This is an optimization exercise on Yosys and OpenROAD, whose aim is small area and a short achievable clock period, not a production implementation. Only simulation tests tie the RTL to the original design; equivalence was not proved.

==> job 7436 <==
Design neuron, start of the top module:
module neuron (CLK, INIT, RESET, SPIKED, V_OUT, U_OUT, I, a, b, c, d);
    input CLK, INIT, RESET;
    input [31:0] I, a, b, c, d;
    output SPIKED;
    output [31:0] V_OUT, U_OUT;
    reg [31:0] V;    
    reg [31:0] U;    
    assign V_OUT = V;
    assign U_OUT = U;
    function [8:0] bk_add8;
        input [7:0] a;
        input [7:0] b;
        input ci;
        reg [7:0] p, g;
        reg [8:0] c;
        reg G1, G2, G3, G4, G5, G6, G7, G8, G9, G10, G11, G12, P2, P3, P4, P6;
        begin
            p = a ^ b;
            g = a & b;
            G1 = g[0] | (p[0] & ci);
            G2 = g[2] | (p[2] & g[1]);
            P2 = p[2] & p[1];
            G3 = g[4] | (p[4] & g[3]);
            P3 = p[4] & p[3];
            G4 = g[6] | (p[6] & g[5]);
            P4 = p[6] & p[5];
            G5 = G2 | (P2 & G1);
            G6 = G4 | (P4 & G3);
            P6 = P4 & P3;
            G7 = G6 | (P6 & G5);
            G8 = G3 | (P3 & G5);
            G9 = g[1] | (p[1] & G1);
            G10 = g[3] | (p[3] & G5);
            G11 = g[5] | (p[5] & G8);
            G12 = g[7] | (p[7] & G7);
            c = {G12, G7, G11, G8, G10, G5, G9, G1, ci};
            bk_add8 = {c[8], p ^ c[7:0]};
        end
    endfunction
    function [24:0] bk_add24;
        input [23:0] a;
        input [23:0] b;
        input ci;
        reg [23:0] p, g;
        reg [24:0] c;
        reg G1, G2, G3, G4, G5, G6, G7, G8, G9, G10, G11, G12, G13, G14, G15, G16, G17, G18, G19, G20, G21, G22, G23, G24, G25, G26, G27, G28, G29, G30, G31, G32, G33, G34, G35, G36, G37, G38, G39, G40, G41, G42, P2, P3, P4, P5, P6, P7, P8, P9, P10, P11, P12, P14, P15, P16, P17, P18, P20, P21;
        begin
            p = a ^ b;
            g = a & b;
            G1 = g[0] | (p[0] & ci);
            G2 = g[2] | (p[2] & g[1]);
            P2 = p[2] & p[1];
            G3 = g[4] | (p[4] & g[3]);
            P3 = p[4] & p[3];
            G4 = g[6] | (p[6] & g[5]);
            P4 = p[6] & p[5];
  ...
clock: 120.0 ns
lec_check: 0
abc_area: 1
cap_margin: 50
core_margin: 2
core_utilization: 60
place_density: 0.75
slew_margin: 80
synth_hierarchical: 1
synth_minimum_keep_size: 0
run.sh (not shown) runs the stock make flow with config.mk's settings and CLKGATE_MAP_FILE= SYNTH_SCRIPT=/design/flow/synth_recipe.tcl, a recipe that flattens the netlist after the stock synthesis.
==> job 8112 (differences from job 7436) <==
==> flow/flow/run.sh (new file) <==
#!/bin/bash
set -euo pipefail
W=$(pwd)
bash "$W/standard.sh" SETUP_SLACK_MARGIN=60 finish > "$W/flow_make.log" 2>&1
==> flow/standard.sh (new file) <==
#!/bin/bash
# synth_recipe.tcl (not shown) runs the flow's synth.tcl, then flattens the netlist and writes it again
# the make line also repeats each setting of config.mk as NAME=value (left out here)
make -C /OpenROAD-flow-scripts/flow DESIGN_CONFIG=/design/flow/config.mk WORK_HOME=/design/flow/orfs CLKGATE_MAP_FILE= SYNTH_SCRIPT=/design/flow/synth_recipe.tcl "${@:-finish}"
--- a/flow/config.mk
+++ b/flow/config.mk
@@ -11,5 +11,5 @@
 export CORE_UTILIZATION = 60
 export PLACE_DENSITY = 0.75
-export SLEW_MARGIN = 80
+export SLEW_MARGIN = 70
 export SYNTH_HIERARCHICAL = 1
 export SYNTH_MINIMUM_KEEP_SIZE = 0
removed: flow/run.sh
==> job 1892 (differences from job 7436) <==
--- a/flow/config.mk
+++ b/flow/config.mk
@@ -11,5 +11,5 @@
 export CORE_UTILIZATION = 60
 export PLACE_DENSITY = 0.75
-export SLEW_MARGIN = 80
+export SLEW_MARGIN = 70
 export SYNTH_HIERARCHICAL = 1
 export SYNTH_MINIMUM_KEEP_SIZE = 0
==> results.txt <==
First-iteration DRC count: job 8112 > job 7436 > job 1892.
Between job 1892 and job 7436, the lower clock-buffer cell count is in job 1892 (gap 1).
Routed wire length, lowest first: job 1892, job 7436, job 8112.
Synthesized area is the same in job 8112 and job 7436.
Synthesized cell count is the same in job 8112 and job 1892.
Utilization: job 8112 is higher than job 7436 (1.2 points).
Between job 7436 and job 8112, the lower critical path depth is in job 8112 (gap 204).
Between job 7436 and job 8112, the lower cell area is in job 7436 (gap about 1.7%, measured against job 8112).
==> figures <==
Antenna diode instance count: job 8112 8; job 7436 15; job 1892 16
Number of vias after detailed routing: job 8112 111000; job 7436 108000; job 1892 105000
Pin slew with the least headroom to its limit: job 8112 0.592 ns; job 7436 -; job 1892 0.569 ns
Antenna violations before repair: job 8112 9; job 7436 22; job 1892 18
Layout Nets: job 8112 18600; job 7436 18300; job 1892 18000
Signal arrival time at the worst endpoint: job 8112 58.86 ns; job 7436 67.99 ns; job 1892 68.40 ns
Length in cells of the worst reg-to-reg path: job 8112 381; job 7436 400; job 1892 376
First-pass GRT wire length: job 8112 596000 µm; job 7436 593000 µm; job 1892 582000 µm
Run status: job 8112 timing/DRC/antenna clean; job 7436 timing/DRC/antenna clean; job 1892 timing/DRC/antenna clean
Worst setup SP type: job 8112 input pin; job 7436 register; job 1892 register
Gp weighted congestion: job 8112 1.08; job 7436 1.02; job 1892 1.02
DRT Wirelength: job 8112 405000 µm; job 7436 385000 µm; job 1892 376000 µm
Non-clock inverters: job 8112 1942; job 7436 1936; job 1892 1936
Total area of sequential cells: job 8112 1380 µm²; job 7436 1390 µm²; job 1892 1380 µm²
Final Instance Area: job 8112 123000 µm²; job 7436 121000 µm²; job 1892 113000 µm²
Cell Area, Placed: job 8112 113000 µm²; job 7436 119000 µm²; job 1892 113000 µm²

* * *

==> inputs of run R <==
neuron, a different RTL version from the one above (not shown whole).
export LEC_CHECK = 0
export ABC_AREA = 1
export CAP_MARGIN = 20
export CORE_MARGIN = 2
export CORE_UTILIZATION = 60
export PLACE_DENSITY = 0.75
export SLEW_MARGIN = 20
create_clock -name core_clock -period 120.0 [get_ports {CLK}]
Stock flow here: none of the scripts above is used.
==> run C (differences from run R) <==
CAP_MARGIN = 50   (was 20)
SLEW_MARGIN = 70   (was 20)
==> run X (differences from run R) <==
CORE_UTILIZATION = 40   (was 60)
PLACE_DENSITY = 0.6   (was 0.75)
==> comparison <==
- The lowest global-route usage belongs to run X, the highest to run C.
- Via count, highest first: run C, run R, run X.
- Routed wire length: run C is larger than run R (about 0.4%).
- Fmax, highest first: run C, run X, run R.
- Synthesized area is the same in run R and run X.
- Clock skew, lowest first: run R, run C, run X.
- Utilization: run C > run R > run X.
- First-iteration DRC count, highest first: run R, run C, run X.
- In flip-flop and latch count, run X and run R do not differ.

* * *

==> inputs of v17 <==
Another version of the RTL of neuron (not shown whole).
// neuron
module neuron (CLK, INIT, RESET, SPIKED, V_OUT, U_OUT, I, a, b, c, d);
Settings: LEC_CHECK=0, ABC_AREA=1, CAP_MARGIN=50, CORE_MARGIN=2, CORE_UTILIZATION=60, PLACE_DENSITY=0.75, SLEW_MARGIN=70, SYNTH_HIERARCHICAL=1, SYNTH_MINIMUM_KEEP_SIZE=0; clock period 120.0 ns.
standard.sh (not shown) runs the stock make flow with config.mk's settings and CLKGATE_MAP_FILE= SYNTH_SCRIPT=/design/flow/synth_recipe.tcl, a recipe that flattens the netlist after the stock synthesis.
==> flow/flow/run.sh <==
#!/bin/bash
set -euo pipefail
W=$(pwd)
bash "$W/standard.sh" SETUP_SLACK_MARGIN=60 SKIP_GATE_CLONING=1 SKIP_PIN_SWAP=1 finish > "$W/flow_make.log" 2>&1
==> inputs of v27, as changes to v17 <==
==> flow/run.sh (new file) <==
#!/bin/bash
# synth_recipe.tcl (not shown) runs the flow's synth.tcl, then flattens the netlist and writes it again
# the make line also repeats each setting of config.mk as NAME=value (left out here)
make -C /OpenROAD-flow-scripts/flow DESIGN_CONFIG=/design/flow/config.mk WORK_HOME=/design/flow/orfs CLKGATE_MAP_FILE= SYNTH_SCRIPT=/design/flow/synth_recipe.tcl finish
removed: flow/flow/run.sh
removed: flow/standard.sh
==> comparison <==
In synthesized cell count, v27 and v17 do not differ.
Of v17 and v27, v17 has the higher non-clock buffer count (gap 418).
Between v27 and v17, the lower design area is in v27 (gap 5.9%, measured against v17).
Between v17 and v27, the lower first-iteration DRC count is in v27 (gap 9.1%, measured against v27).
In flip-flop and latch count, v17 and v27 do not differ.
In v17 the routed wire length is higher than in v27, by 5.1%.
Area after synthesis is the same in v27 and v17.
Against v17, the core utilization of v27 is lower by 4.0 points.
Between v27 and v17, the lower clock skew is in v27 (gap 1.4 ps).

## static timing again, ports no longer ideal
How much do the figures lean on ideal ports? The routed layouts below were timed once more, with nothing changed but the port constraints. Step 1: set_driving_cell puts a clkbuf_16 on CLK and a buf_2 on each other input, an assumption about the parent block. Step 2 adds t to the input delays and takes it off the output delays; t is the mean of the earliest and latest rising clock arrival at the registers after step 1. Input paths then give back, and output paths get back, about the clock's delay inside the block. Three values: ideal, step 1, step 2; two values: the first two.
| run | t (ns) | setup slack, ns | worst hold slack (ns) | worst setup path after step 2 | clock arrival spread, ns |
|---|---|---|---|---|---|
| job 7436 | 0.418 | 52.271 / 52.271 / 52.271 | 0.787 / 0.787 / 0.787 | register to register | 0.019 / 0.019 |
| job 8112 | 0.450 | 61.420 / 61.457 / 61.007 | 0.806 / 0.806 / 0.806 | input to register | 0.019 / 0.019 |
| job 1892 | 0.412 | 51.860 / 51.860 / 51.860 | 0.823 / 0.823 / 0.823 | register to register | 0.013 / 0.013 |
| run R | 0.483 | 39.906 / 39.906 / 39.906 | 0.700 / 0.700 / 0.700 | register to register | 0.016 / 0.016 |
| run C | 0.478 | 50.435 / 50.435 / 50.435 | 0.710 / 0.710 / 0.710 | register to register | 0.024 / 0.024 |
| run X | 0.490 | 42.123 / 42.123 / 42.123 | 0.744 / 0.744 / 0.744 | register to register | 0.041 / 0.041 |
| v17 | 0.438 | 61.558 / 61.531 / 61.093 | 0.805 / 0.805 / 0.805 | input to register | 0.018 / 0.018 |
| v27 | 0.438 | 51.002 / 51.002 / 51.002 | 0.863 / 0.863 / 0.863 | register to register | 0.017 / 0.016 |
After both steps every run listed still meets setup and hold. The setup slack of v17, which loses most, moves by -0.027 ns with the drivers and by -0.465 ns with both steps.
